Context: an optimization exercise on an open-source flow, tuned for a short achievable clock period and few clock cycles. The choices shown serve that exercise and are no tape-out recipe.
Where RTL was checked, it was by simulation tests only, not by an equivalence proof against the original.
The clock port is modelled as an ideal driver; clocking choices that lean on that would not hold on a real chip.
Power and IR drop assume default switching activity.

Setup of lane 2:
Design riscv, start of the top module:
module riscv(
	input	wire		clk,
	input	wire		rst,		 
	input	wire	[31:0]	inst_i,		 
	output	wire	[31:0]	inst_addr_o,	 
	output	wire		inst_ce_o,	 
	input	wire	[31:0]	data_i,		 
	output	wire		data_we_o,	 
	output	wire		data_ce_o,	 
	output	wire	[31:0]	data_addr_o,	 
	output	wire	[31:0]	data_o		 
);
Size in the first run: about 9,800 cells after synthesis, roughly 0.12 mm² of cells after synthesis.
clock: 10.0 ns
lec_check: 0
cap_margin: 20
core_margin: 2
core_utilization: 40
cts_cluster_diameter: 150
cts_cluster_size: 20
place_density: 0.6
slew_margin: 20
synth_hierarchical: 1
tns_end_percent: 100
standard.sh (not shown) runs the stock make flow with config.mk's settings and CLKGATE_MAP_FILE= SYNTH_SCRIPT=/design/flow/synth_recipe.tcl, a recipe that flattens the netlist after the stock synthesis.
==> flow/flow/run.sh <==
#!/bin/bash
set -u
bash standard.sh SETUP_SLACK_MARGIN=6.7 finish > standard_flow.log 2>&1
Lane 2 finished every step from synthesis to the final layout, and the layout passed the timing, design-rule and antenna checks.
Testbench counts of lane 2, summed over its fixed seeds: cycles 151,806.
Input-level comparison between lane 3 and lane 2:
- swapping 20 for 24 in CTS_CLUSTER_SIZE
- swapping 150 for 100 in CTS_CLUSTER_DIAMETER
### Flow results
- In the flow results for lane 2 and lane 3, the shortest clock period the worst path allows after layout is smaller on lane 2.
- Lane 3 and lane 2 ended up with roughly the same final non-filler cell total.
- Lane 2 → lane 3: via count of the first global-routing pass shows no meaningful change; wire length up 4700 µm; fraction of area in registers moved down.
- The lower maximum cell stage delay along the critical path came out of lane 3.
- Diff lane 2..lane 3 | multi-input combinational cell count | negligible
- For lane 2, the end point of the critical path was e_b[4]$_DFF_P_, unlike lane 3, where it was e_b[29]$_DFF_P_.
- Between lane 2 and lane 3, met3 track demand over resource in global routing is lower for lane 2, lane 3 comes in above that.
- On total power, lane 3 tracks lane 2 almost exactly.

== rev 12 ==
Another version of the RTL of riscv (not shown whole).
Size: about 10000 cells after synthesis, roughly 170 I/O pins, ~120000 um2 of cells after synthesis.
Design riscv, start of the top module:
module riscv(
	input	wire		clk,
	input	wire		rst,		 
	input	wire	[31:0]	inst_i,		 
	output	wire	[31:0]	inst_addr_o,	 
	output	wire		inst_ce_o,	 
	input	wire	[31:0]	data_i,		 
	output	wire		data_we_o,	 
	output	wire		data_ce_o,	 
	output	wire	[31:0]	data_addr_o,	 
	output	wire	[31:0]	data_o		 
);
==> flow/config.mk <==
export PLATFORM = sky130hd
export DESIGN_NAME = riscv
export DESIGN_NICKNAME = riscv
export VERILOG_FILES = /design/flow/design.v
export SDC_FILE = /design/flow/constraint.sdc
export NUM_CORES = 8
export LEC_CHECK = 0
export CAP_MARGIN = 20
export CORE_MARGIN = 2
export CORE_UTILIZATION = 40
export CTS_CLUSTER_DIAMETER = 150
export CTS_CLUSTER_SIZE = 20
export PLACE_DENSITY = 0.6
export SLEW_MARGIN = 20
export SYNTH_HIERARCHICAL = 1
export TNS_END_PERCENT = 100
==> flow/constraint.sdc <==
create_clock -name core_clock -period 10.0 [get_ports {clk}]
set_input_delay 2.0000 -clock core_clock [delete_from_list [all_inputs] [get_ports {clk}]]
set_output_delay 2.0000 -clock core_clock [all_outputs]
set_load 0.01 [all_outputs]
==> flow/flow/run.sh <==
#!/bin/bash
set -u
bash standard.sh SETUP_SLACK_MARGIN=7.2 finish > standard_flow.log 2>&1
Rev 12: all stages complete, timing, DRC and antenna checks passed
Testbench counts of rev 12, summed over its fixed seeds: cycles 149,965.
For rev 13, these inputs were changed with respect to rev 12:
==> flow/flow/run.sh <==
#!/bin/bash
set -u
here=$(pwd)
bash standard.sh SETUP_SLACK_MARGIN=6.7 POST_CTS_TCL="$here/flow/post_cts.tcl" finish > standard_flow.log 2>&1
==> flow/flow/post_cts.tcl (new file) <==
# Sourced by ORFS at the end of its CTS step: one more setup repair, this
# time without the platform's cell-footprint restriction, then legalize.
puts "post_cts.tcl: extra repair_timing"
repair_timing -setup -setup_margin 6.7 -repair_tns 100 -max_passes 50 -verbose
detailed_placement
check_placement -verbose
## What came out
- Compared with rev 12, final area in rev 13 decreased by a few percent.
- Portion of the clock cycle consumed by the worst path in the final layout: rev 12 and rev 13 compared, higher one is rev 12
- | total area of sequential cells | rev 13 vs rev 12 | ≈ equal |
- Diff rev 12 -> rev 13 | worst setup slack after layout | increase of 0.026 ns
- Taking rev 12 as 1.0, rev 13 lands at 0.851 on total of plain and repair buffers excluding clock buffers.
- For the area growth from synthesis to layout, rev 13 came in 2.6 points lower than rev 12 did.
- Via count (rev 13 vs. rev 12) decreases by a few percent
- | internal power of the cells | rev 13 vs rev 12 | better |
- Between rev 12 and rev 13, the count of multi-input gates figures differ only marginally.
- Rev 13 was carried through to the last stage, and its layout satisfied the timing, design-rule and antenna checks.
- Every stage of the flow completed for rev 12, and the final layout passed the timing, design-rule and antenna checks.

Another version of the RTL of riscv (not shown whole).
For scale: about 170 I/O pins, roughly 120,000 µm² of cells after synthesis.
clock: 10.0 ns
lec_check: 0
cap_margin: 40
core_margin: 2
core_utilization: 40
cts_cluster_diameter: 150
cts_cluster_size: 20
place_density: 0.6
slew_margin: 60
synth_hierarchical: 1
tns_end_percent: 100
==> flow/flow/run.sh <==
#!/bin/bash
set -u
bash standard.sh SETUP_SLACK_MARGIN=6.7 finish > standard_flow.log 2>&1
The baseline completed without violations.
Testbench counts at the start, summed over its fixed seeds: cycles 149,965.
Change:
--- a/flow/config.mk
+++ b/flow/config.mk
@@ -8 +8 @@
-export CAP_MARGIN = 40
+export CAP_MARGIN = 20
@@ -14 +14 @@
-export SLEW_MARGIN = 60
+export SLEW_MARGIN = 20
What happened:
- The new run finished with timing, DRC and antenna clean
- die area does not change
- routed wire length rose by 1.3%
- cell area barely changes
- utilization rose by 0.12 points
- global-route usage rose by 0.32 points
- area after synthesis is unchanged

Setup of xenon:
Another version of the RTL of riscv (not shown whole).
Size in the first run: roughly 10000 cells after synthesis, about 170 I/O pins, roughly 0.12 mm² of cells after synthesis.
Settings: LEC_CHECK=0, CAP_MARGIN=20, CORE_MARGIN=2, CORE_UTILIZATION=35, CTS_CLUSTER_DIAMETER=150, CTS_CLUSTER_SIZE=20, PLACE_DENSITY=0.5, SLEW_MARGIN=20, SYNTH_HIERARCHICAL=1, TNS_END_PERCENT=100; clock period 10.0 ns.
==> flow/flow/run.sh <==
#!/bin/bash
set -u
here=$(pwd)
bash standard.sh SETUP_SLACK_MARGIN=6.7 POST_CTS_TCL="$here/flow/post_cts.tcl" finish > standard_flow.log 2>&1
==> flow/flow/post_cts.tcl <==
# Sourced by ORFS at the end of its CTS step: one more setup repair, this
# time without the platform's cell-footprint restriction, then legalize.
puts "post_cts.tcl: extra repair_timing"
repair_timing -setup -setup_margin 6.7 -repair_tns 100 -max_passes 50 -verbose
detailed_placement
check_placement -verbose
xenon: PASS, flow complete, no timing, DRC or antenna violations
The following lists how onyx was set up differently from xenon:
Settings: CORE_UTILIZATION now 45, was 35; PLACE_DENSITY now 0.65, was 0.5.
## What came out
- Run comparison: xenon last element of the critical path pc_out[17]; onyx last element of the critical path pc_out[26]
- Relative to xenon, average via count per standard cell increased by 8.4% in onyx.
- Re share of total power consumed by net switching: onyx is 0.25 points down on xenon.
- Going from xenon to onyx, count of clock-net buffers in the final layout shrinks by 6.
- Going from xenon to onyx, share of total power in the clock network shrinks by 0.2 points.
- Sort xenon and onyx by worst setup slack, ascending, and xenon comes first.
Setup changes, onyx to zinc
Settings: PLACE_DENSITY: 0.65 -> 0.6; CORE_UTILIZATION: 45 -> 40.
==> results.txt <==
- Critical path depth came out higher on zinc than on onyx.
- zinc ended up with reg -> reg as its critical setup path kind; onyx ended up with in -> reg.
- Relative to onyx, post-route clock period utilization has gone down in zinc.
- onyx -> zinc: synthesized area delta 0, exact match
- In the final reports, the cell area of zinc is larger than that of onyx.
- Looking at worst setup slack across zinc and onyx, the one that comes out lower is onyx.
- Total via count in the routed design in zinc is 1384 above onyx.
Function was not checked in any run of this note: the RTL went through the layout flow alone.

Another version of the RTL of riscv (not shown whole).
Size in the first run: ~10000 cells after synthesis, ~170 I/O pins, about 120000 sq um of cells after synthesis.
export LEC_CHECK = 0
export CAP_MARGIN = 20
export CORE_MARGIN = 2
export CORE_UTILIZATION = 40
export CTS_CLUSTER_DIAMETER = 150
export CTS_CLUSTER_SIZE = 20
export PLACE_DENSITY = 0.6
export SLEW_MARGIN = 20
export SYNTH_HIERARCHICAL = 1
export TNS_END_PERCENT = 100
create_clock -name core_clock -period 10.0 [get_ports {clk}]
==> flow/flow/run.sh <==
#!/bin/bash
set -u
bash standard.sh SETUP_SLACK_MARGIN=6.9 finish > standard_flow.log 2>&1
The first run finished clean.
Testbench counts at the start, summed over its fixed seeds: cycles 149,965.
Then changed:
==> flow/flow/run.sh (replaced) <==
#!/bin/bash
set -u
here=$(pwd)
bash standard.sh SETUP_SLACK_MARGIN=6.7 POST_CTS_TCL="$here/flow/post_cts.tcl" finish > standard_flow.log 2>&1
==> flow/flow/post_cts.tcl (new file) <==
# Sourced by ORFS at the end of its CTS step: one more setup repair, this
# time without the platform's cell-footprint restriction, then legalize.
puts "post_cts.tcl: extra repair_timing"
repair_timing -setup -setup_margin 6.7 -repair_tns 100 -max_passes 50 -verbose
detailed_placement
check_placement -verbose
Result: The new run finished clean. Worst hold slack gets worse by 0.0077 ns. Final cell count is lower by 0.64%. Total power is lower by 2.2%. Non-clock buffer count is lower by 79. Cell area is lower by 1.2%.
Then changed:
==> flow/flow/run.sh (replaced) <==
#!/bin/bash
set -u
bash standard.sh SETUP_SLACK_MARGIN=6.7 finish > standard_flow.log 2>&1
- CTS_CLUSTER_DIAMETER: 150 -> 120
- CTS_CLUSTER_SIZE: 20 -> 24
removed: flow/flow/post_cts.tcl
The changed run produced a clean layout.
Power decreases by 2.0%.
Utilization drops by 0.27 points.
Cell area shrinks by 0.54%.

RTL: one of the versions met above, not the one the previous note started from.
Size: roughly 10000 cells after synthesis, about 170 I/O pins, ~120000 um^2 of cells after synthesis.
==> flow/config.mk <==
export PLATFORM = sky130hd
export DESIGN_NAME = riscv
export DESIGN_NICKNAME = riscv
export VERILOG_FILES = /design/flow/design.v
export SDC_FILE = /design/flow/constraint.sdc
export NUM_CORES = 8
export LEC_CHECK = 0
export CAP_MARGIN = 20
export CORE_MARGIN = 2
export CORE_UTILIZATION = 40
export CTS_CLUSTER_DIAMETER = 150
export CTS_CLUSTER_SIZE = 20
export PLACE_DENSITY = 0.6
export SLEW_MARGIN = 20
export SYNTH_HIERARCHICAL = 1
export TNS_END_PERCENT = 100
==> flow/constraint.sdc <==
create_clock -name core_clock -period 10.0 [get_ports {clk}]
set_input_delay 2.0000 -clock core_clock [delete_from_list [all_inputs] [get_ports {clk}]]
set_output_delay 2.0000 -clock core_clock [all_outputs]
set_load 0.01 [all_outputs]
==> flow/flow/run.sh <==
#!/bin/bash
set -u
bash standard.sh SETUP_SLACK_MARGIN=6.3 finish > standard_flow.log 2>&1
The baseline completed with no timing, DRC or antenna violations.
Testbench counts at the start, summed over its fixed seeds: cycles 149,965.
Edit:
==> flow/flow/run.sh (replaced) <==
#!/bin/bash
set -u
bash standard.sh SETUP_SLACK_MARGIN=6.7 finish > standard_flow.log 2>&1
Routed wire length grows by 4.9%.
Synthesized area stays the same.
Sequential cell count does not change.
Die area does not change.
Via count grows by 3.6%.
Power grows by 1.1%.
Global-route usage grows by 1.6 points.

separate check: timing with driven ports:
In the flow no input, the clock included, has a driving cell. The finished layouts below were timed again as built, in two steps. Step 1 sets driving cells, clkbuf_16 on the clock port and buf_2 on the other inputs (assumed; they add their load-dependent delay and slew). Step 2 adds t to the input delays and takes it off the output delays; t is the mean of the earliest and latest rising clock arrival at the registers after step 1. Input paths then give back, and output paths get back, about the clock's delay inside the block. a / b / c = ideal / step 1 / step 2; a / b = the first two.
run	shift t [ns]	setup slack, ns	latest minus earliest clock arrival (ns)	worst register clock-pin slew, ns	worst slew at a driven data input, ns
lane 2	0.985	6.060 / 6.049 / 5.064	0.136 / 0.136	0.10 / 0.10	0.28
lane 3	0.881	5.978 / 6.018 / 5.136	0.088 / 0.087	0.11 / 0.11	0.34
rev 12	1.024	6.260 / 6.179 / 5.155	0.125 / 0.125	0.11 / 0.11	0.25
rev 13	0.998	6.286 / 6.231 / 5.233	0.140 / 0.141	0.11 / 0.11	0.30
the first run of note 3	0.962	6.193 / 6.180 / 5.218	0.094 / 0.095	0.10 / 0.10	0.18
the second run of note 3	0.978	6.218 / 6.232 / 5.299	0.084 / 0.084	0.10 / 0.10	0.18
xenon	1.026	5.975 / 5.832 / 4.806	0.148 / 0.148	0.10 / 0.10	0.29
onyx	0.971	6.037 / 5.964 / 4.994	0.079 / 0.079	0.11 / 0.11	0.23
zinc	0.956	6.221 / 6.144 / 5.188	0.128 / 0.129	0.11 / 0.11	0.29
the first run of note 5	0.974	6.349 / 6.368 / 5.395	0.103 / 0.103	0.10 / 0.10	0.19
the second run of note 5	1.010	6.452 / 6.414 / 5.403	0.104 / 0.105	0.11 / 0.11	0.23
the third run of note 5	0.997	6.357 / 6.335 / 5.338	0.099 / 0.099	0.11 / 0.11	0.24
the first run of note 6	0.968	6.149 / 6.177 / 5.209	0.131 / 0.132	0.10 / 0.10	0.23
the second run of note 6	1.002	6.284 / 6.225 / 5.223	0.150 / 0.151	0.11 / 0.11	0.29
After both steps setup and hold are still met in every run listed. For xenon, which loses most, drivers alone change the setup slack by -0.143 ns; drivers and shift together by -1.169 ns.
